This design comes from an exercise in tuning for small area on the open sky130 flow, not from production work.
RTL that was checked went through simulation tests only; none was proved equivalent to the original.
For run 1, only the layout was checked, not whether the RTL still works.
Power figures rest on the tool's default switching activity, not on a simulated workload.

[flow/standard.sh]
#!/bin/bash
# synth_recipe.tcl (not shown) runs the flow's synth.tcl, then flattens the netlist and writes it again
# the make line also repeats each setting of config.mk as NAME=value (left out here)
make -C /OpenROAD-flow-scripts/flow DESIGN_CONFIG=/design/flow/config.mk WORK_HOME=/design/flow/orfs CLKGATE_MAP_FILE= SYNTH_SCRIPT=/design/flow/synth_recipe.tcl "${@:-finish}"
[flow/config.mk]
export PLATFORM = sky130hd
export DESIGN_NAME = weakcore
export DESIGN_NICKNAME = weakcore
export VERILOG_FILES = /design/flow/design.v
export SDC_FILE = /design/flow/constraint.sdc
export NUM_CORES = 4
export LEC_CHECK = 0
export CAP_MARGIN = 5
export CORE_MARGIN = 2
export CORE_UTILIZATION = 60
export SLEW_MARGIN = 5
[flow/flow/run.sh]
#!/bin/bash
# Layout flow: the standard ORFS flow (standard.sh) with these changes:
#  - synthesis: the standard script (synth_recipe.tcl) with only ABC's script
#    replaced by flow/area.abc, and no pre-mapped adder cells / Kogge-Stone
#    adder map, so ABC maps the adder logic itself (registers are unchanged);
#  - port buffers use sky130_fd_sc_hd__buf_1;
#  - CTS: clkbuf_16 leaf clusters of up to 25 sinks, no dummy loads.
# Each tool's log is in orfs/logs/; make's output is in flow_make.log.
set -euo pipefail
here=$(pwd)

# synthesis script = synth_recipe.tcl plus an override of the abc command
{
  head -n 1 synth_recipe.tcl
  cat <<'EOT'
proc abc {args} {
  set i [lsearch -exact $args -script]
  if {$i >= 0} { lset args [expr {$i + 1}] $::env(MY_ABC_SCRIPT) }
  yosys abc {*}$args
}
EOT
  tail -n +2 synth_recipe.tcl
} > my_synth.tcl

export MY_ABC_SCRIPT=$here/flow/area.abc
export BUFFER_PORTS_ARGS="-buffer_cell sky130_fd_sc_hd__buf_1"
export CTS_ARGS="-sink_clustering_enable -repair_clock_nets -dont_use_dummy_load -buf_list sky130_fd_sc_hd__clkbuf_16 -sink_clustering_size 25 -sink_clustering_max_diameter 80"

sed -e "s#SYNTH_SCRIPT=[^ ]*#SYNTH_SCRIPT=$here/my_synth.tcl ADDER_MAP_FILE= SYNTH_OPERATIONS_ARGS=-nofsm#" standard.sh > my_standard.sh
bash my_standard.sh finish > flow_make.log 2>&1
[flow/constraint.sdc]
create_clock -name core_clock -period 10.0 [get_ports {clk}]
set_input_delay 2.0000 -clock core_clock [delete_from_list [all_inputs] [get_ports {clk}]]
set_output_delay 2.0000 -clock core_clock [all_outputs]
set_load 0.01 [all_outputs]
[flow/design.v]
module weakcore(
	input wire clk, input wire rst,
	input wire [31:0] bus_in,
	output wire [31:0] bus_out,
	output wire [31:0] bus_addr,
	output wire bus_req,
	input wire bus_ack,
	output wire bus_wr,
	output wire [3:0] bus_wr_mask);
	reg s_if, s_idle, s_id, s_exe, s_wb;
	reg [31:2] ir;
	reg [31:2] pc;
	reg [31:0] A;
	reg tk;
	wire [2:0] f3 = ir[14:12];
	wire [4:0] rd = ir[11:7];
	wire [4:0] rs1 = ir[19:15];
	wire [4:0] rs2 = ir[24:20];
	wire is_u	= ir[4] & ir[2];		 
	wire is_auipc	= is_u & ~ir[5];
	wire is_alu	= ir[4] & ~ir[2];		 
	wire is_op	= is_alu & ir[5];
	wire is_jump	= ir[6] & ir[2];		 
	wire is_jal	= ir[3];
	wire is_jalr	= is_jump & ~ir[3];
	wire is_br	= ir[6] & ~ir[2];
	wire is_mem	= ~ir[6] & ~ir[4];		 
	wire is_ld	= is_mem & ~ir[5];
	wire is_st	= is_mem & ir[5];
	wire no_wb	= ir[5] & ~ir[4] & ~ir[2];	 
	wire [4:0] ra = s_id ? rs1 : rs2;
	wire [31:0] wdata;
	wire exe_done = ~is_mem | bus_ack;
	wire wstart = s_exe & ~no_wb & exe_done;
	reg [1:0] phi;
	reg [31:0] W;
	reg [4:0] wrd;
	reg [3:0] wsh;
	wire wact = |wsh;
	always @ (posedge clk) begin
		if (~rst)
			phi <= 2'b00;
		else
			phi <= phi + 2'b01;
		wsh <= {wsh[2:0], wstart};
		if (wstart) begin
			W <= wdata;
			wrd <= rd;
		end
	end
	wire [7:0] inj;
	wire [31:0] rfq [1:31];
	genvar g, j;
	generate
		for (j = 0; j < 8; j = j + 1) begin : INJ
			assign inj[j] = W[4 * j + {~phi[1], ~phi[0]}];
		end
		for (g = 1; g < 32; g = g + 1) begin : R
			reg [31:0] q;
			wire wsel = wact & (wrd == g);
			wire [31:0] q_next;
			for (j = 0; j < 8; j = j + 1) begin : RING
				assign q_next[4 * j + 3 -: 4] =
					{q[4 * j + 2 -: 3], wsel ? inj[j] : q[4 * j + 3]};
			end
			always @ (posedge clk)
				q <= q_next;
			assign rfq[g] = q;
		end
	endgenerate
	reg [31:0] port_phys;
	integer k;
	always @ (*) begin
		port_phys = 32'b0;
		for (k = 1; k < 32; k = k + 1)
			port_phys = port_phys | (rfq[k] & {32{ra == k}});
	end
	wire [31:0] port;
	generate
		for (j = 0; j < 32; j = j + 1) begin : UNROT
			assign port[j] = port_phys[(j & ~3) + ((j + phi) & 3)];
		end
	endgenerate
	wire [31:0] imm_i = {{21{ir[31]}}, ir[30:20]};
	wire [31:0] imm_s = {{21{ir[31]}}, ir[30:25], ir[11:7]};
	wire [31:0] imm_b = {{20{ir[31]}}, ir[7], ir[30:25], ir[11:8], 1'b0};
	wire [31:0] imm_u = {ir[31:12], 12'b0};
	wire [31:0] imm_j = {{12{ir[31]}}, ir[19:12], ir[20], ir[30:21], 1'b0};
	wire sel_i = (s_exe & ((is_alu & ~is_op) | is_ld)) |
		     (s_wb & is_jalr);
	wire sel_s = s_exe & is_st;
	wire sel_b = s_wb & is_br & tk;
	wire sel_u = s_exe & is_u;
	wire sel_j = s_wb & is_jal;
	wire sel_4 = (s_exe & is_jump) |
		     (s_wb & ~is_jump & ~(is_br & tk));
	wire sel_p = s_exe & (is_op | is_br);
	wire [31:0] imm = ({32{sel_i}} & imm_i) |
			  ({32{sel_s}} & imm_s) |
			  ({32{sel_b}} & imm_b) |
			  ({32{sel_u}} & imm_u) |
			  ({32{sel_j}} & imm_j) |
			  {29'b0, sel_4, 2'b0};
	wire [31:0] opb = ({32{sel_p}} & port) | imm;
	wire sub = s_exe & (is_br |
		(is_alu & ((f3[2:1] == 2'b01) |
			   (is_op & ir[30] & f3 == 3'b000))));
	wire sh_left = ~f3[2];
	wire sel_r = s_exe & is_alu & (f3[1:0] == 2'b01) & sh_left;
	wire sel_a = (s_exe & ~is_u & ~is_jump & ~sel_r) | (s_wb & is_jalr);
	wire [31:0] a_rev;
	generate
		for (g = 0; g < 32; g = g + 1) begin : REV
			assign a_rev[g] = A[31 - g];
		end
	endgenerate
	wire sel_pc = s_if | (s_exe & (is_auipc | is_jump)) |
		      (s_wb & ~is_jalr);
	wire [31:0] op1 = ({32{sel_a}} & A) | ({32{sel_pc}} & {pc, 2'b00}) |
			  ({32{sel_r}} & a_rev);
	wire [31:0] op2 = opb ^ {32{sub}};
	wire [32:0] sum = {1'b0, op1} + {1'b0, op2} + {32'b0, sub};
	wire lt = (A[31] ^ opb[31]) ? A[31] : sum[31];
	wire ltu = ~sum[32];
	wire [31:0] x_xor = A ^ opb;
	wire eq = ~|x_xor;
	wire br_cond = f3[2] ? (f3[1] ? ltu : lt) : eq;
	wire taken = br_cond ^ f3[0];
	wire [31:0] sh_in = op1;
	wire sh_fill = ~sh_left & ir[30] & A[31];
	wire [32:0] sh_ext = {sh_fill, sh_in};
	wire [32:0] sh_out = $signed(sh_ext) >>> opb[4:0];
	wire [31:0] sh_rev;
	generate
		for (g = 0; g < 32; g = g + 1) begin : REV2
			assign sh_rev[g] = sh_out[31 - g];
		end
	endgenerate
	reg [31:0] alu;
	always @ (*) begin
		case (f3)
		3'b000: alu = sum[31:0];
		3'b001: alu = sh_rev;
		3'b010: alu = {31'b0, lt};
		3'b011: alu = {31'b0, ltu};
		3'b100: alu = x_xor;
		3'b101: alu = sh_out[31:0];
		3'b110: alu = A | opb;
		default: alu = A & opb;
		endcase
	end
	wire [1:0] ea = sum[1:0];
	wire [15:0] ld_h = ea[1] ? bus_in[31:16] : bus_in[15:0];
	wire [7:0] ld_b = ea[0] ? ld_h[15:8] : ld_h[7:0];
	wire ld_sign = ~f3[2] & (f3[0] ? ld_h[15] : ld_b[7]);
	wire [31:0] ld = {f3[1] ? bus_in[31:16] : {16{ld_sign}},
			  (f3[1:0] == 2'b00) ? {8{ld_sign}} : ld_h[15:8],
			  (f3[1:0] == 2'b00) ? ld_b : ld_h[7:0]};
	assign wdata = is_ld ? ld : (is_alu ? alu : sum[31:0]);
	always @ (posedge clk) begin
		if (~rst) begin
			s_if <= 1'b1;
			s_idle <= 1'b0;
			s_id <= 1'b0;
			s_exe <= 1'b0;
			s_wb <= 1'b0;
		end else begin
			s_if <= s_wb | (s_if & ~bus_ack);
			s_idle <= s_if & bus_ack;
			s_id <= s_idle;
			s_exe <= s_id | (s_exe & ~exe_done);
			s_wb <= s_exe & exe_done;
		end
	end
	always @ (posedge clk) begin
		if (~rst)
			pc <= 30'b0;
		else if (s_wb)
			pc <= sum[31:2];
	end
	always @ (posedge clk) begin
		if (s_if)
			ir <= bus_in[31:2];
		if (s_id)
			A <= port;
		tk <= taken;
	end
	assign bus_req = s_if | (s_exe & is_mem);
	assign bus_wr = s_exe & is_st;
	assign bus_addr = {sum[31:2], 2'b00};
	assign bus_out = {f3[1] ? port[31:24] : (f3[0] ? port[15:8] : port[7:0]),
			  f3[1] ? port[23:16] : port[7:0],
			  (f3[1] | f3[0]) ? port[15:8] : port[7:0],
			  port[7:0]};
	assign bus_wr_mask = f3[1] ? 4'b1111 :
			     f3[0] ? (ea[1] ? 4'b1100 : 4'b0011) :
			     (4'b0001 << ea);
endmodule
[flow/flow/area.abc]
strash
&get -n
&st
&dch -f
&nf
&put
buffer -c
topo
stime -c
upsize -c
dnsize -c
==> run notes, run 1 <==
- Initial antenna violation count: 3
- Period utilization: 98.8%
- WP data required: 8.00 ns
- Status: finished clean
- Die Span Y: 267 microns
- Global-route wire length before repair: 203 mm
- Critical Path Slowest Stage Cell: a2111oi_2
- Register area share after synthesis: 57.2%
- Slew HR: 7.87%
- Ys flop type: dfxtp_1
- Starting Density: 60.5%
- Worst r2r path cells: 44
- Grt ovf: 0
- Slowest stage delay, CP: 0.47 ns
- Iter 0 DRT Violations: 4,571
- Leading area contributor after synthesis: dfxtp_1
- Die width: 267 microns
- CTS Buf Count: 55
- Synth area leaders: dfxtp_1 (50%), nand2_1 (8.0%), edfxtp_1 (7.2%)
- Number of flops mapped to enable cells by yosys: 99
- Number of I/O pins: 105
- VDD IR max: 0.171 mV
- Worst hold stages: 0
- Syn-to-layout area delta: 12.0%
- DR vias: 34,586
- Fillers: 5,580
- Hpwl dp: 102 mm
- Synth Warn #: 1
- Syn Area/Cell: 9.45 sq um
- DRC viols: 0
- Worst hold path type: flip-flop to flip-flop
- IO Port Bufs: 102
- Routed len/inst: 26.1 microns
- Fin. Hold Viols: 0
- Kind of critical path: flip-flop to output pin
- P per Cell Area: 169 mW/mm^2
- Worst setup EP type: output pin
- Hold_sp: R[26].q[0]
- Clk_skew: 0.103 ns
- Non-filler instance count after layout: 5,405
- Startpoint Class: flip-flop
- FF-to-FF Start: s_id
- Largest net degree at the start of global routing: 55
- Worst-path clk slew: 0.10 ns
- TritonCTS sink count: 1,133
- Final instance area: 0.0464 sq mm
- Die area: 0.0711 sq mm
- Post-synth cell types: 84
- RD Place Congestion: 1.09
- Final worst slack: 0.117 ns
- Fin nets: 4,560
- Clock root buffer: clkbuf_16
- Global Route Usage Sum: 38.3%
- ANT nets after route: 0
- Worst Setup SP: s_id
- Depth of the CTS H-tree: 2
- Diode count: 0
- Slew @ Worst Pin: 1.38 ns
- Setup WS pre-CTS: 0.0757 ns
- Setup violators final: 0
- Fmax: 101 MHz
- Placed inst area: 0.0436 sq mm
- Ys async rst share: 0%
- Max cap viols: 0
- CTS tree: built
- First drt pass iteration count: 7
- Vias/cell: 6.40
- WL final: 141 mm
- FF+latch count, synth: 1,133
- Most frequent CP cell: nand4_1
- Share of the synthesized area in the top cell type: 50.0%
- Syn Inst Count: 4,385
- Slew Limit Fails: 0
- Core box area: 0.0685 sq mm
- Final core utilization: 67.7%
- CP max FO: 8
- Placed cells: 5,278
- Post-Syn Area: 0.0414 sq mm
- CTS max path bufs: 3
- Arr. time, crit path: 7.88 ns
- Fraction of layout cells with a size suffix above 1: 12.0%
- Num rows: 96
- Lkg Pwr: 17.5 nW
- Vias in the first global route: 31,631
- Clk latency of the worst-skew pair: 0.68 ns
- Period minus WS final: 9.88 ns
-- power by group --
part	internal, mW	leakage [nW]	total, mW	switching, mW
sequential	4.71	9.32	4.81	0.0953
combinational	0.213	7.52	0.685	0.472
clock	0.978	0.678	2.36	1.38
total	5.90	17.5	7.86	1.95
-- through the flow --
step | hold WS [ns] | power [mW] | setup TNS, ns
final | 0.316 | 7.86 | 0
after global routing | 0.292 | 8.05 | -0.276
after CTS | 0.305 | 7.81 | -0.00468
after detailed placement | 0.332 | 5.52 | 0
after global placement | 0.325 | 5.51 | 0
after floorplan | 0.323 | 5.22 | 0
-- cells in the mapped netlist (24+ instances only) --
library cell and n:
a221o_1 26, xnor2_1 77, a22o_1 39, and4b_1 72, o22ai_1 24, clkbuf_1 219
dfxtp_1 1034, nor3_1 36, nand2_1 886, mux2i_1 91, a222oi_1 53, a21oi_1 299
and3_1 48, buf_1 28, nand4_1 119, and2_1 40, edfxtp_1 99, o21ai_0 286
xor2_1 32, nand3_1 61, a221oi_1 45, a22oi_1 79, inv_1 55, nor2_1 347
-- cell usage in the layout (no fill, tap or decap), types with 20 or more instances in the layout --
master	count
xnor2_1	64
nor2_1	323
buf_1	99
and2_1	36
o22ai_1	24
and3_1	47
xor2_1	26
nor2b_1	20
o211ai_1	20
buf_4	243
a221o_1	24
edfxtp_1	99
mux2i_1	75
a22oi_1	79
nand2_1	884
a221oi_2	27
nor2_2	22
inv_1	55
dfxtp_1	1033
nor3_2	24
nand3_1	57
o21ai_0	275
a22o_1	38
nand4_1	119
clkbuf_16	55
a21oi_1	299
and4b_1	67
a222oi_1	53
-- worst paths after layout --
path / to / slack (ns)
worst min register to register: R[26].q[1] / 0.32
worst min-delay path: R[26].q[1] / 0.32
worst max-delay path: bus_addr[31] / 0.12
worst max register to register: W[0] / 0.87
-- cells by family (layout without fill, tap and decap cells) --
kind of cell,after synthesis,in the layout,synth area share [%]
buf+inv,335,471,3.22
flops,1133,1133,57.2
mux,115,115,3.10
other cells,1,2,0.00905
compound gates,988,988,15.3
simple gates,1699,1700,18.8
xor+xnor,109,109,2.30
fa+ha+maj,5,5,0.121
-- flip-flops by register name (all words and copies together), names as in the netlist --
signal and cells:
wrd 5, s_exe 1, tk 1, s_if 1, s_id 1, s_wb 1, R.q 992, phi 2
W 32, ir 30, pc 30, wsh 4, A 32, s_idle 1
-- critical path: cells and delay by family, from the launching register on --
kind | cells | cell delay [ns]
simple gates | 13 | 3.01
buf+inv | 5 | 0.66
compound gates | 7 | 1.95
flops | 1 | 0.46
xor+xnor | 2 | 0.37
mux | 2 | 0.73
-- what timing repair did --
| item | in CTS | in global routing |
|---|---|---|
| pin swaps | 11 | 83 |
| resized for setup | 47 | 144 |
| buffers inserted | 32 | 39 |
| hold buffers | 0 | 0 |
| setup endpoints to repair | 12 | 16 |
| gates cloned | 0 | 1 |
-- area by class of cell --
cell class,instances,area (sq um),area share (%)
repair buffers,357,2370,5.11
well taps,882,1100,2.38
multi-input cells,2919,17600,38.0
inverters,59,221,0.477
clock buffers,55,1380,2.97
flip-flops and latches,1133,23700,51.0
-- per-layer routing --
layer | vias to the layer above | wire [microns] | global-route usage (%)
li1 | 15676 | - | -
met1 | 16489 | 57000 | 52.4
met2 | 1965 | 61200 | 58.4
met3 | 448 | 14000 | 6.86
met4 | 8 | 8780 | 19.7
met5 | - | 47 | 0
==> inputs of run 2 (changes only) <==
--- a/flow/design.v
+++ b/flow/design.v
@@ -30,3 +30,3 @@
 	wire no_wb	= ir[5] & ~ir[4] & ~ir[2];	 
-	wire [4:0] ra = s_id ? rs1 : rs2;
+	reg [4:0] ra;
 	wire [31:0] wdata;
@@ -35,3 +35,2 @@
 	reg [1:0] phi;
-	reg [31:0] W;
 	reg [4:0] wrd;
@@ -40,2 +39,3 @@
 	always @ (posedge clk) begin
+		ra <= (s_idle | (s_exe & exe_done)) ? rs1 : rs2;
 		if (~rst)
@@ -45,6 +45,4 @@
 		wsh <= {wsh[2:0], wstart};
-		if (wstart) begin
-			W <= wdata;
+		if (wstart)
 			wrd <= rd;
-		end
 	end
@@ -55,3 +53,3 @@
 		for (j = 0; j < 8; j = j + 1) begin : INJ
-			assign inj[j] = W[4 * j + {~phi[1], ~phi[0]}];
+			assign inj[j] = A[4 * j + {~phi[1], ~phi[0]}];
 		end
@@ -70,9 +68,21 @@
 	endgenerate
-	reg [31:0] port_phys;
-	integer k;
-	always @ (*) begin
-		port_phys = 32'b0;
-		for (k = 1; k < 32; k = k + 1)
-			port_phys = port_phys | (rfq[k] & {32{ra == k}});
-	end
+	wire [31:0] rsel;
+	assign rsel[0] = 1'b0;
+	generate
+		for (g = 1; g < 32; g = g + 1) begin : RSEL
+			assign rsel[g] = (ra == g);
+		end
+	endgenerate
+	wire [31:0] t3 [0:10];
+	generate
+		for (g = 0; g < 10; g = g + 1) begin : G3
+			assign t3[g] = (rfq[3 * g + 1] & {32{rsel[3 * g + 1]}}) |
+				       (rfq[3 * g + 2] & {32{rsel[3 * g + 2]}}) |
+				       (rfq[3 * g + 3] & {32{rsel[3 * g + 3]}});
+		end
+	endgenerate
+	assign t3[10] = rfq[31] & {32{rsel[31]}};
+	wire [31:0] port_phys = ((t3[0] | t3[1]) | (t3[2] | t3[3])) |
+				((t3[4] | t3[5]) | (t3[6] | t3[7])) |
+				((t3[8] | t3[9]) | t3[10]);
 	wire [31:0] port;
@@ -109,3 +119,4 @@
 	wire sel_r = s_exe & is_alu & (f3[1:0] == 2'b01) & sh_left;
-	wire sel_a = (s_exe & ~is_u & ~is_jump & ~sel_r) | (s_wb & is_jalr);
+	wire sel_a = s_exe & ~is_u & ~is_jump & ~sel_r;
+	wire sel_q = s_wb & is_jalr;	 
 	wire [31:0] a_rev;
@@ -119,3 +130,3 @@
 	wire [31:0] op1 = ({32{sel_a}} & A) | ({32{sel_pc}} & {pc, 2'b00}) |
-			  ({32{sel_r}} & a_rev);
+			  ({32{sel_r}} & a_rev) | ({32{sel_q}} & port);
 	wire [31:0] op2 = opb ^ {32{sub}};
@@ -185,2 +196,4 @@
 			A <= port;
+		else if (wstart)
+			A <= wdata;
 		tk <= taken;
==> flow/flow/area.abc (replaced) <==
strash
&get -n
&st
&dch -f
&nf
&put
buffer -c
topo
stime -c
dnsize -c
--- a/flow/config.mk
+++ b/flow/config.mk
@@ -7,5 +7,5 @@
 export LEC_CHECK = 0
-export CAP_MARGIN = 5
+export CAP_MARGIN = 20
 export CORE_MARGIN = 2
-export CORE_UTILIZATION = 60
-export SLEW_MARGIN = 5
+export CORE_UTILIZATION = 45
+export SLEW_MARGIN = 20
==> run notes, run 2 <==
- Status: finished clean
- Global Route Usage Sum: 31.4%
- Kind of critical path: flip-flop to output pin
- Synth Warn #: 1
- Startpoint Class: flip-flop
- Depth of the CTS H-tree: 2
- Register bank with the most flops: R.q
- Clk latency of the worst-skew pair: 0.66 ns
- Leading area contributor after synthesis: dfxtp_1
- Syn Inst Count: 3,809
- Number of flops mapped to enable cells by yosys: 67
- Internal power: 5.76 mW
- Fraction of layout cells with a size suffix above 1: 7.84%
- Setup TNS: 0 ns
- Starting Density: 45.4%
- TritonCTS sink count: 1,106
- DRC viols: 0
- Number of I/O pins: 105
- Die Span Y: 300 microns
- Arr. time, crit path: 7.72 ns
- Vias in the first global route: 30,363
- Worst setup EP type: output pin
- Register area share after synthesis: 57.9%
- Grt ovf: 0
- Fmax: 103 MHz
- Ys flop type: dfxtp_1
- List of most frequent post-synthesis cells: dfxtp_1 (1,039), nand2_1 (312), a222oi_1 (304), a21oi_1 (296), nor2_1 (288)
- Routed len/inst: 29.1 microns
- Share of the synthesized area in the top cell type: 52.8%
- Clk_skew: 0.0795 ns
- P per Cell Area: 179 mW/mm^2
- Die area: 0.0900 sq mm
- Most common cell in the netlist: dfxtp_1
- Syn Area/Cell: 10.3 sq um
- DR vias: 32,430
- CTS Buf Count: 56
- VDD IR max: 0.146 mV
- CP max FO: 17
- NetSw: 1.94 mW
- Initial antenna violation count: 11
- Biggest regs: R.q x992, A x32
- Setup violators final: 0
- IO Port Bufs: 102
- ANT nets after route: 0
- Post-synth cell types: 67
- Die width: 300 microns
- First drt pass iteration count: 10
- Syn-to-layout area delta: 9.12%
- Part of the power in registers: 61.0%
- Fin nets: 3,874
- Switching share of total power: 25.2%
- Worst hold path type: flip-flop to flip-flop
- Max cap viols: 0
- Ys async rst share: 0%
- Fin. Hold Viols: 0
- Commonest non-fill, non-tap cell in the layout: dfxtp_1
- CTS max path bufs: 3
- Most frequent cells in the layout: dfxtp_1 (1,036), nand2_1 (312), a222oi_1 (304)
- Hpwl dp: 105 mm
- Clock power share: 30.6%
- Slew HR: 24.6%
- RSZ-0062 raised after global routing: no
- Placed inst area: 0.0415 sq mm
- Core box area: 0.0868 sq mm
- Comb pwr share: 8.4%
- WP data required: 8.00 ns
- Lkg Pwr: 15.9 nW
- Vias/cell: 6.49
- Largest net degree at the start of global routing: 65
- Global-route wire length before repair: 209 mm
- Num rows: 108
- Max FFs per register: 992
- Period minus WS final: 9.72 ns
- Slew @ Worst Pin: 1.10 ns
- Clock root buffer: clkbuf_16
- FF+latch count, synth: 1,106
- WL final: 146 mm
- RD Place Congestion: 1.06
- Iter 0 DRT Violations: 5,227
- Synth area leaders: dfxtp_1 (53%), a222oi_1 (7.7%), edfxtp_1 (5.1%)
- Worst-path clk slew: 0.10 ns
- CTS tree: built
- Final instance area: 0.0430 sq mm
- Post-Syn Area: 0.0394 sq mm
- Slew Limit Fails: 0
- Cts hold-fix bufs: 0
- Period utilization: 97.2%
-- run 2: changes by cell type in the layout (fill, tap and decap cells not counted), moves of 41 or more --
cell,before,now
a221oi_1,8,53
buf_4,243,151
nor2_1,323,281
and4b_1,67,3
a222oi_1,53,304
nand2_1,884,312
mux2i_1,75,132
a22oi_1,79,18
o21ai_0,275,234
-- run 2: power by group through the flow --
stage               combinational, mW  clock [mW]  sequential, mW
detailed placement              0.609           0            4.79
finish                          0.647        2.36            4.69
CTS                             0.612        2.38            4.69
global placement                0.608           0            4.79
global route                    0.666        2.54            4.71
floorplan                       0.354           0            4.74
-- run 2: worst max-delay path, cell delays in order, from the launching register on --
cell	delay (ns)
dfxtp_1	0.66
and4b_1	0.30
and2_1	0.36
buf_4	0.28
a222oi_1	0.42
nand4_1	0.13
or3_1	0.44
o21ai_0	0.36
mux2i_1	0.14
buf_4	0.22
a221oi_1	0.61
xnor2_1	0.24
o31ai_2	0.49
a311oi_1	0.21
buf_4	0.22
o31a_1	0.33
o21ai_1	0.28
buf_4	0.21
a31oi_1	0.16
o31ai_2	0.35
a21oi_1	0.21
xnor2_2	0.24
buf_1	0.18
-- run 2: stage by stage --
| step | power [mW] | setup slack [ns] | cells | util [%] | hold slack [ns] |
|---|---|---|---|---|---|
| 5_1_grt | 7.91 | 0.00374 | 4992 | 49.6 | 0.307 |
| 3_5_place_dp | 5.40 | 0.285 | 4934 | 47.9 | 0.335 |
| 6_report | 7.70 | 0.283 | 4994 | 49.6 | 0.306 |
| 2_1_floorplan | 5.10 | 2.10 | 3810 | - | 0.323 |
| 4_1_cts | 7.68 | 0.0507 | 4990 | 49.5 | 0.307 |
| 3_3_place_gp | 5.39 | 0.422 | 4933 | 47.8 | 0.331 |
-- run 2: cell families after synthesis --
kind of cell / share of synthesized area [%]
buf+inv: 3.20
fa+ha+maj: 0.330
flops: 57.9
mux: 4.52
simple gates: 11.8
xor+xnor: 2.53
other cells: 0.00952
compound gates: 19.7
-- run 2: timing repair --
action                                  4_1_cts  5_1_grt
buffers inserted                              0        2
pin swaps                                     0        2
endpoints found under the setup margin        2        4
resized for setup                             7       10
cloned                                        0        0
-- run 2: layer usage --
metal | share of wire (%) | routed length, microns | vias to the layer above | GRT usage, %
met4 | 5.9 | 8610 | 8 | 16.0
met3 | 11 | 16500 | 493 | 8.30
met2 | 41 | 59300 | 2050 | 44.4
met5 | 0.039 | 57 | - | 0
met1 | 42 | 61100 | 15630 | 43.9
li1 | - | - | 14249 | -
-- run 2: area by class of cell --
cell class | count | area (sq um)
inverter | 51 | 191
tap | 1155 | 1450
sequential | 1106 | 22800
clock buffer | 56 | 1400
timing repair buffer | 254 | 1530
multi-input combinational | 2370 | 15600
fill | 8161 | 43800
antenna | 2 | 5.00
-- run 2: path summary, 6_finish.rpt --
| check | start | slack [ns] | depth (start not counted) | to |
|---|---|---|---|---|
| max reg2reg | ra[1] | 1.98 | 26 | A[31] |
| min | R[13].q[29] | 0.31 | 0 | R[13].q[30] |
| max | ra[1] | 0.28 | 22 | bus_addr[31] |
| min reg2reg | R[13].q[29] | 0.31 | 0 | R[13].q[30] |
==> inputs of run 3 (changes only) <==
==> flow/flow/area.abc (replaced) <==
strash
&get -n
&st
&dch -f
&nf
&put
buffer -c
topo
stime -c
upsize -c
dnsize -c
--- a/flow/config.mk
+++ b/flow/config.mk
@@ -9,3 +9,3 @@
 export CORE_MARGIN = 2
-export CORE_UTILIZATION = 45
+export CORE_UTILIZATION = 40
 export SLEW_MARGIN = 20
==> run notes, run 3 <==
- Clk_skew: 0.0899 ns
- WL final: 146 mm
- TritonCTS sink count: 1,106
- FF+latch count, synth: 1,106
- Hold WS: 0.293 ns
- Register area share after synthesis: 57.4%
- Share of the synthesized area in the top cell type: 52.3%
- Fin. Hold Viols: 0
- Syn Inst Count: 3,809
- Arr. time, crit path: 7.78 ns
- CP max FO: 17
- Leading area contributor after synthesis: dfxtp_1
- ANT nets after route: 0
- Mux cell area share after synthesis: 4.50%
- Buf+Inv Stages, Crit Path: 2
- Depth of the CTS H-tree: 2
- Commonest non-fill, non-tap cell in the layout: dfxtp_1
- Vias in the first global route: 30,000
- Cts hold-fix bufs: 0
- P per Cell Area: 178 mW/mm^2
- Ys flop type: dfxtp_1
- Syn Area/Cell: 10.4 sq um
- Setup violators final: 0
- Num rows: 115
- Syn-to-layout area delta: 8.28%
- Clock root buffer: clkbuf_16
- Critical Path Slowest Stage Cell: and2_1
- Vias/cell: 6.33
- XOR/XNOR share of the synthesized area: 2.53%
- Non-filler instance count after layout: 5,090
- Die area: 0.102 sq mm
- Most common cell in the netlist: dfxtp_1
- Starting Density: 40.4%
- Synth Warn #: 1
- Lkg Pwr: 15.8 nW
- Max FFs per register: 992
- Slowest stage delay, CP: 0.87 ns
- CTS max path bufs: 3
- Synth area leaders: dfxtp_1 (52%), a222oi_1 (7.7%), edfxtp_1 (5.1%)
- Initial antenna violation count: 3
- Status: finished clean
- Worst hold path type: flip-flop to flip-flop
- CTS resizes: 0
- Slew @ Worst Pin: 1.24 ns
- Hpwl dp: 104 mm
- Compound-gate portion of the synthesized area: 19.9%
- VDD IR max: 0.150 mV
- Iter 0 DRT Violations: 5,656
- DR vias: 32,238
- WP data required: 8.00 ns
- Final Power: 7.68 mW
- Routed len/inst: 28.6 microns
- Fraction of layout cells with a size suffix above 1: 7.84%
- Clk latency of the worst-skew pair: 0.68 ns
- Placed cells: 5,034
- Post-synth cell types: 88
- Worst setup EP type: output pin
- First drt pass iteration count: 14
- CTS tree: built
- Max cap viols: 0
- Adder-cell share of the synthesized area: 0.337%
- Period utilization: 97.8%
- Die width: 319 microns
- List of most frequent post-synthesis cells: dfxtp_1 (1,039), nand2_1 (312), a222oi_1 (304), a21oi_1 (295), nor2_1 (288)
- Period minus WS final: 9.78 ns
- Global-route wire length before repair: 209 mm
- Setup bufs post-CTS: 0
- Largest family of logic cells by synthesized area: compound AO/OA/AOI/OAI gates
- Worst-path clk slew: 0.10 ns
- Biggest regs: R.q x992, A x32
- CTS Buf Count: 55
- Simple-gate share of the synthesized area: 11.8%
- Largest net degree at the start of global routing: 65
- Fillers: 9,473
- Grt ovf: 0
- Post-Syn Area: 0.0398 sq mm
- Number of flops mapped to enable cells by yosys: 67
- Slew HR: 15.3%
- Global Route Usage Sum: 27.5%
- DRC viols: 0
- Most frequent cells in the layout: dfxtp_1 (1,037), nand2_1 (312), a222oi_1 (304)
- Slew Limit Fails: 0
- RD Place Congestion: 0.997
- Die Span Y: 319 microns
- Startpoint Class: flip-flop
- IO Port Bufs: 102
- Ys async rst share: 0%
- Critical Path, Cell by Cell: nor4b_1 > and2_1 > buf_4 > a222oi_1 > nand4_1 > or3_1 > mux2i_1 > mux2i_2 > a22oi_1 > xnor2_1 > xor2_1 > nand2_1 > or3_1 > o31a_2 > o21ai_4 > a31oi_4 > o31ai_4 > a21oi_2 > xnor2_2 > buf_1
- Kind of critical path: flip-flop to output pin
- Crit path max-delay family: simple AND/OR/NAND/NOR gates
- Core box area: 0.0984 sq mm
- Register bank with the most flops: R.q
- Fin nets: 3,839
- Most frequent CP cell: or3_1
- Fmax: 102 MHz
- Number of I/O pins: 105
- RSZ-0062 raised after global routing: no
- Setup TNS: 0 ns
==> run 3: changes by cell type after synthesis, sizes merged <==
cell and delta:
buf +66, clkbuf -66, inv -1, and4bb +4
nor4bb -4, clkinv +1
==> run 3: worst paths after layout <==
check / startpoint / endpoint / slack (ns) / cells after the start
worst max-delay path: ra[2] / bus_addr[31] / 0.22 / 20
worst min-delay path: R[2].q[2] / R[2].q[3] / 0.29 / 0
worst max register to register: ra[3] / A[15] / 1.91 / 20
worst min register to register: R[2].q[2] / R[2].q[3] / 0.29 / 0
==> run 3: metal layers <==
layer	share of wire, %	up-vias	GRT usage [%]
met1	42	15650	38.0
met3	10	426	5.92
met4	6.5	6	15.1
met2	41	1978	40.0
li1	-	14178	-
met5	0.027	-	0
==> run 3: metrics by stage <==
step / utilization, % / cell area, sq um / worst slack, ns
floorplan: - / 39800 / 2.98
global placement: 42.3 / 41600 / 1.08
CTS: 43.7 / 43000 / 0.150
global route: 43.7 / 43100 / 0.0143
finish: 43.7 / 43100 / 0.217
detailed placement: 42.3 / 41600 / 0.865
==> run 3: cell type report <==
| class | count | area, sq um | share of cell area, % |
|---|---|---|---|
| well taps | 1287 | 1610 | 3.74 |
| multi-input cells | 2370 | 15800 | 36.7 |
| inverters | 51 | 191 | 0.445 |
| diodes | 1 | 2.50 | 0.00581 |
| clock buffers | 55 | 1380 | 3.20 |
| flip-flops and latches | 1106 | 22800 | 53.0 |
| repair buffers | 220 | 1270 | 2.95 |
==> run 3: where the power goes <==
part	total [mW]	internal, mW	switching, mW
Sequential	4.69	4.59	0.102
Clock	2.35	0.977	1.37
Combinational	0.648	0.177	0.471
Total	7.68	5.74	1.94
==> run 3: logic make-up after synthesis <==
logic type,count (synthesis)
AO/OA/AOI/OAI,1086
XOR/XNOR,114
adder cells (fa/ha/maj),13
buffers and inverters,334
flip-flops,1106
multiplexers,165
other,1
AND/OR/NAND/NOR,990
==> run 3: worst register-to-register path, cell delays in order, from the launching register on <==
cell and delay (ns):
dfxtp_1 0.62, nor3_1 0.26, and2_1 0.55, buf_4 0.35, a222oi_1 0.28, nand4_1 0.26, or3_4 0.43, a211oi_1 0.36
a21oi_1 0.10, buf_4 0.24, a222oi_1 0.64, o21ai_0 0.30, nand2b_1 0.20, xor2_2 0.80, mux2i_1 0.41, o21ai_0 0.14
nand3_1 0.60, nor2_1 0.30, o21ai_0 0.65, a21oi_1 0.15, a21o_1 0.18
==> inputs of run 4 (changes only) <==
==> flow/flow/area.abc (replaced) <==
strash
&get -n
&st
&dch -f
&nf -R 1000
&put
buffer -c
topo
stime -c
dnsize -c
==> run notes, run 4 <==
- Status: finished clean
- Die width: 316 microns
- RD Place Congestion: 0.992
- Fmax: 103 MHz
- Share of the synthesized area in the top cell type: 53.3%
- Largest net degree at the start of global routing: 65
- Non-filler instance count after layout: 5,031
- WL final: 137 mm
- Vias/cell: 6.27
- Worst-path clk slew: 0.10 ns
- Slew @ Worst Pin: 1.25 ns
- Arr. time, crit path: 7.67 ns
- Slew Limit Fails: 0
- Clk_skew: 0.0962 ns
- Max FFs per register: 992
- DRC viols: 0
- Syn Inst Count: 3,754
- Ys flop type: dfxtp_1
- Fin. Hold Viols: 0
- Post-synth cell types: 63
- Starting Density: 40.3%
- Clk latency of the worst-skew pair: 0.67 ns
- Worst setup EP type: output pin
- Worst hold stages: 0
- Kind of critical path: flip-flop to output pin
- Hpwl dp: 99.1 mm
- Routed len/inst: 27.3 microns
- Core box area: 0.0967 sq mm
- Startpoint Class: flip-flop
- Diode count: 0
- Worst r2r path cells: 33
- TritonCTS sink count: 1,106
- Iter 0 DRT Violations: 5,519
- Die area: 0.100 sq mm
- CP max FO: 21
- Part of the power in registers: 61.8%
- Internal power: 5.70 mW
- Number of flops mapped to enable cells by yosys: 67
- Placed cells: 4,978
- Most common cell in the netlist: dfxtp_1
- Fraction of layout cells with a size suffix above 1: 7.16%
- Switching share of total power: 24.9%
- First drt pass iteration count: 13
- Comb pwr share: 8.0%
- Initial antenna violation count: 3
- Post-Syn Area: 0.0390 sq mm
- CTS Buf Count: 53
- CTS tree: built
- RSZ-0062 raised after global routing: no
- Setup TNS: 0 ns
- Number of I/O pins: 105
- Final instance area: 0.0425 sq mm
- Worst hold path type: flip-flop to flip-flop
- Placed inst area: 0.0412 sq mm
- FF+latch count, synth: 1,106
- Period utilization: 96.7%
- ANT nets after route: 0
- Max cap viols: 0
- Grt ovf: 0
- Biggest regs: R.q x992, A x32
- Most frequent cells in the layout: dfxtp_1 (1,034), a222oi_1 (324), nor2_1 (319)
- WP data required: 8.00 ns
- Lkg Pwr: 15.7 nW
- Vias in the first global route: 29,724
- NetSw: 1.89 mW
- Syn-to-layout area delta: 9.03%
- Setup bufs post-CTS: 0
- Global-route wire length before repair: 199 mm
- Register bank with the most flops: R.q
- Slew HR: 16.0%
- Synth Warn #: 1
- IO Port Bufs: 102
- Clock power share: 30.2%
- Die Span Y: 316 microns
- Fillers: 9,238
- Syn Area/Cell: 10.4 sq um
- Period minus WS final: 9.67 ns
- Synth area leaders: dfxtp_1 (53%), a222oi_1 (8.3%), edfxtp_1 (5.2%)
- List of most frequent post-synthesis cells: dfxtp_1 (1,039), nor2_1 (329), a222oi_1 (324), nand2_1 (315), a21oi_1 (290)
- VDD IR max: 0.132 mV
- P per Cell Area: 178 mW/mm^2
- Global Route Usage Sum: 26.6%
- Register area share after synthesis: 58.5%
- Fin nets: 3,792
- CTS max path bufs: 3
- DR vias: 31,539
- Commonest non-fill, non-tap cell in the layout: dfxtp_1
- Setup violators final: 0
- Clock root buffer: clkbuf_16
- Leading area contributor after synthesis: dfxtp_1
- Depth of the CTS H-tree: 2
- Num rows: 114
- Ys async rst share: 0%
[run 4: cell types whose count changed in the layout (fill, tap and decap cells not counted), sizes merged, moves of 21 or more]
cell   previous run  this run
mux2i           133       156
xor2             35        56
xnor2            79        55
and2             38        13
or3              28         7
nand3            81        28
nor2            288       329
[run 4: cell families (layout without fill, tap and decap cells)]
kind of cell,Yosys count,in the layout,share of synthesized area (%)
adders and majority gates,11,11,0.282
muxes,183,183,4.78
AOI/OAI and AO/OA,1080,1080,20.0
and+or+nand+nor,943,943,10.9
xor gates and xnor gates,111,111,2.49
other,1,2,0.00961
buffers and inverters,319,319,3.09
DFF,1106,1106,58.5
[run 4: path summary, 6_finish.rpt]
kind / from / to / slack, ns
worst max-delay path: ra[4] / bus_addr[31] / 0.33
worst min-delay path: R[11].q[21] / R[11].q[22] / 0.29
worst max register to register: ra[4] / A[0] / 1.81
worst min register to register: R[11].q[21] / R[11].q[22] / 0.29
[run 4: layer usage]
metal  global-route usage [%]  vias to the layer above  wire, microns
met2                     40.8                     1949          58800
li1                         -                    14041              -
met4                     14.3                        4           8720
met1                     35.7                    15136          55800
met5                        0                        -             27
met3                     4.85                      409          14000
[run 4: power groups by stage]
| stage | combinational, mW | sequential, mW | clock, mW |
|---|---|---|---|
| global placement | 0.581 | 4.79 | 0 |
| CTS | 0.586 | 4.69 | 2.32 |
| global route | 0.632 | 4.70 | 2.47 |
| floorplan | 0.342 | 4.74 | 0 |
| detailed placement | 0.584 | 4.79 | 0 |
| finish | 0.608 | 4.69 | 2.29 |
[run 4: cell type report]
class	count	area [sq um]	share of cell area (%)
Timing Repair Buffer	233	1380	3.24
Clock buffer	53	1330	3.12
Inverter	33	124	0.291
Sequential cell	1106	22800	53.6
Multi-Input combinational cell	2330	15300	36.0
Tap cell	1276	1600	3.75
[run 4: timing repair]
| item | CTS | global route |
|---|---|---|
| gates resized for setup | 0 | 4 |
| setup endpoints to repair | 0 | 2 |
| hold buffers | 0 | 0 |
[run 4: critical path, cell delays in order, from the launching register on]
cell and delay, ns:
dfxtp_2 0.42, or3_1 0.48, nor2_2 0.61, buf_4 0.39, a22o_1 0.19, a21oi_1 0.05
nand4_1 0.27, nor2_1 0.15, nand4_1 0.14, mux2i_1 0.10, mux2i_1 0.75, a22oi_1 0.30
xnor2_1 0.31, nand2_1 0.11, maj3_1 0.35, o31ai_1 0.07, a21oi_1 0.14, o2111ai_2 0.35
nand4b_1 0.14, nand2_1 0.26, a31oi_1 0.19, or3_1 0.39, o211ai_1 0.15, a21oi_1 0.15
xnor2_1 0.18, buf_4 0.16, buf_1 0.16
[run 4: metrics by stage]
stage                     hold slack (ns)  power [mW]  utilization, %  worst slack, ns
after CTS                           0.303        7.59            44.0            0.490
final                               0.294        7.59            44.0            0.326
after global placement              0.331        5.37            42.6             1.32
after detailed placement            0.336        5.37            42.6             1.21
after floorplan                     0.330        5.08               -             2.50
after global routing                0.303        7.81            44.0            0.147
==> inputs of run 5 (changes only) <==
--- a/flow/flow/run.sh
+++ b/flow/flow/run.sh
@@ -6,3 +6,3 @@
 #  - port buffers use sky130_fd_sc_hd__buf_1;
-#  - CTS: clkbuf_16 leaf clusters of up to 25 sinks, no dummy loads.
+#  - CTS: clkbuf_16 leaf clusters of up to 28 sinks, no dummy loads.
 # Each tool's log is in orfs/logs/; make's output is in flow_make.log.
@@ -26,3 +26,3 @@
 export BUFFER_PORTS_ARGS="-buffer_cell sky130_fd_sc_hd__buf_1"
-export CTS_ARGS="-sink_clustering_enable -repair_clock_nets -dont_use_dummy_load -buf_list sky130_fd_sc_hd__clkbuf_16 -sink_clustering_size 25 -sink_clustering_max_diameter 80"
+export CTS_ARGS="-sink_clustering_enable -repair_clock_nets -dont_use_dummy_load -buf_list sky130_fd_sc_hd__clkbuf_16 -sink_clustering_size 28 -sink_clustering_max_diameter 85"
 
==> flow/flow/area.abc (replaced) <==
strash
&get -n
&st
&dch -f
&nf
&put
buffer -c
topo
stime -c
dnsize -c
==> run notes, run 5 <==
- Status: finished clean
- Clock root buffer: clkbuf_16
- Worst setup EP type: output pin
- Startpoint Class: flip-flop
- VDD IR max: 0.124 mV
- Fin. Hold Viols: 0
- RR Endpoint: A[31]
- DR vias: 32,024
- Max cap viols: 0
- Placed cells: 5,062
- Leading area contributor after synthesis: dfxtp_1
- FF+latch count, synth: 1,106
- Flop2flop setup slack: 1.96 ns
- Ys async rst share: 0%
- Depth of the CTS H-tree: 2
- Fmax: 102 MHz
- Synth Warn #: 1
- Die Span Y: 318 microns
- Setup TNS: 0 ns
- Slew @ Worst Pin: 1.21 ns
- IO Port Bufs: 102
- Ys flop type: dfxtp_1
- Clk_skew: 0.108 ns
- Vias/cell: 6.26
- Syn Area/Cell: 10.3 sq um
- TritonCTS sink count: 1,106
- Number of flops mapped to enable cells by yosys: 67
- Fraction of layout cells with a size suffix above 1: 7.89%
- WL final: 144 mm
- Busiest grt layer: met2
- Most common cell in the netlist: dfxtp_1
- Iter 0 DRT Violations: 5,647
- Worst Setup SP: ra[0]
- Setup crit end: bus_addr[31]
- Post-synth cell types: 67
- First drt pass iteration count: 12
- Register area share after synthesis: 57.9%
- DRC viols: 0
- Synth area leaders: dfxtp_1 (53%), a222oi_1 (7.7%), edfxtp_1 (5.1%)
- Final instance area: 0.0430 sq mm
- M3 GR Usage: 5.41%
- Starting Density: 40.2%
- Period utilization: 97.8%
- Initial antenna violation count: 6
- Setup violators final: 0
- RSZ-0062 raised after global routing: no
- RD Place Congestion: 1.03
- Num rows: 115
- Period minus WS final: 9.78 ns
- Biggest regs: R.q x992, A x32
- Met2 Usage GRT: 41.8%
- Commonest non-fill, non-tap cell in the layout: dfxtp_1
- Syn-to-layout area delta: 9.20%
- Max FFs per register: 992
- FF-to-FF Start: ra[0]
- Most frequent cells in the layout: dfxtp_1 (1,033), nand2_1 (312), a222oi_1 (304)
- Die width: 318 microns
- CTS max path bufs: 3
- Global-route wire length before repair: 206 mm
- CTS tree: built
- Number of I/O pins: 105
- Non-filler instance count after layout: 5,116
- Slew Limit Fails: 0
- Fin nets: 3,865
- Syn Inst Count: 3,809
- Global Route Usage Sum: 27.4%
- Arr. time, crit path: 7.78 ns
- WP data required: 8.00 ns
- Placed inst area: 0.0416 sq mm
- Routed len/inst: 28.1 microns
- P per Cell Area: 177 mW/mm^2
- Lkg Pwr: 15.8 nW
- CTS Buf Count: 51
- Hpwl dp: 105 mm
- Slew HR: 19.3%
- Share of the synthesized area in the top cell type: 52.8%
- Vias in the first global route: 29,998
- Worst r2r path cells: 27
- Worst-path clk slew: 0.11 ns
- Largest net degree at the start of global routing: 65
- Grt ovf: 0
- Clk latency of the worst-skew pair: 0.72 ns
- Final core utilization: 43.9%
- ANT nets after route: 0
- Register bank with the most flops: R.q
- Post-Syn Area: 0.0394 sq mm
- Worst hold path type: flip-flop to flip-flop
- Final Power: 7.60 mW
- Grt met1 use: 37.7%
- Die area: 0.101 sq mm
- Kind of critical path: flip-flop to output pin
- Core box area: 0.0980 sq mm
- List of most frequent post-synthesis cells: dfxtp_1 (1,039), nand2_1 (312), a222oi_1 (304), a21oi_1 (296), nor2_1 (288)
- CP max FO: 25
## run 5: cell count changes in the layout (fill, tap and decap cells not counted), sizes merged, moves of 8 or more
cell	previous run	this run
a222oi	324	304
and2	13	38
buf	233	250
inv	33	50
mux2i	156	133
mux4	0	8
nand2b	42	26
nand3	28	81
nand4	101	83
nor2	329	288
or3	7	28
xnor2	55	79
xor2	56	35
## run 5: layer usage
| layer | routed length [microns] | vias to the layer above | share of wire [%] |
|---|---|---|---|
| met5 | 25 | - | 0.017 |
| met4 | 7070 | 4 | 4.9 |
| met3 | 14500 | 353 | 10 |
| met2 | 61800 | 1920 | 43 |
| met1 | 60100 | 15508 | 42 |
| li1 | - | 14239 | - |
## run 5: layout make-up
| cell class | instances | area (sq um) |
|---|---|---|
| diodes | 1 | 2.50 |
| clock buffers | 51 | 1280 |
| fillers | 9375 | 55000 |
| inverters | 51 | 191 |
| multi-input cells | 2370 | 15600 |
| flip-flops and latches | 1106 | 22800 |
| well taps | 1287 | 1610 |
| repair buffers | 250 | 1490 |
## run 5: worst min path at each step
stage / from / end / slack (ns) / depth (start not counted)
floorplan: R[16].q[0] / R[16].q[1] / 0.32 / 0
global placement: R[31].q[8] / R[31].q[9] / 0.33 / 0
detailed placement: R[13].q[29] / R[13].q[30] / 0.34 / 0
CTS: R[23].q[2] / R[23].q[3] / 0.27 / 0
global route: R[14].q[10] / R[14].q[11] / 0.28 / 0
finish: R[14].q[10] / R[14].q[11] / 0.27 / 0
## run 5: worst max-delay path, cell delays in order, from the launching register on
cell,delay (ns)
dfxtp_2,0.50
and4b_1,0.32
and2_1,0.27
buf_4,0.28
a222oi_1,0.60
nand4_1,0.46
or3_4,0.51
mux2i_2,0.31
mux2i_1,0.13
buf_4,0.20
a221oi_1,0.28
buf_4,0.20
xnor2_1,0.14
xnor2_1,0.15
or2_2,0.30
or3_1,0.34
o31a_1,0.34
o21ai_2,0.26
buf_4,0.18
a31oi_1,0.13
o31ai_1,0.38
a21oi_1,0.25
xnor2_2,0.32
buf_1,0.19
## run 5: power by group
group | internal (mW) | leakage (nW) | total, mW | switching, mW
Combinational | 0.177 | 6.14 | 0.642 | 0.465
Clock | 0.912 | 0.628 | 2.27 | 1.36
Sequential | 4.59 | 9.07 | 4.69 | 0.102
## run 5: logic make-up after synthesis
| logic type | share of synthesized area, % |
|---|---|
| xor+xnor | 2.53 |
| buf+inv | 3.20 |
| flops | 57.9 |
| mux | 4.52 |
| compound gates | 19.7 |
| simple gates | 11.8 |
| fa+ha+maj | 0.330 |
| other cells | 0.00952 |
## run 5: through the flow
step           worst slack [ns]  hold WS, ns
6_report                  0.224        0.275
5_1_grt                  0.0126        0.276
4_1_cts                  0.0100        0.269
3_5_place_dp             0.0941        0.335
3_3_place_gp              0.225        0.332
2_1_floorplan              2.10        0.323
## run 5: timing repair
item                                    CTS  global route
setup buffers                             0             2
hold buffers                              0             0
resized for setup                        10            20
endpoints found under the setup margin    5             5
pin swaps                                 0             5
hold endpoints to repair                  0             0

## port drivers added, routing unchanged
No port has a modelled driver above. Below, the same layouts with a new extraction and two added sets of constraints.
Step 1: set_driving_cell puts a clkbuf_16 on clk and a buf_2 on each other input, an assumption about the parent block.
Step 2, shift: input delay + t, output delay - t, t = (earliest + latest rising clock arrival at the registers) / 2. This alone moves slack from input paths to output paths.
a / b / c = ideal / step 1 / step 2; a / b = the first two.
run | t, ns | setup WS [ns] | cell pins on the clock port's net
run 1 | 0.695 | 0.117 / 0.050 / 0.745 | 1
run 2 | 0.692 | 0.283 / 0.210 / 0.902 | 1
run 3 | 0.710 | 0.217 / 0.146 / 0.856 | 1
run 4 | 0.699 | 0.326 / 0.252 / 0.951 | 1
run 5 | 0.739 | 0.224 / 0.146 / 0.885 | 1
After both steps every run listed still meets setup and hold.
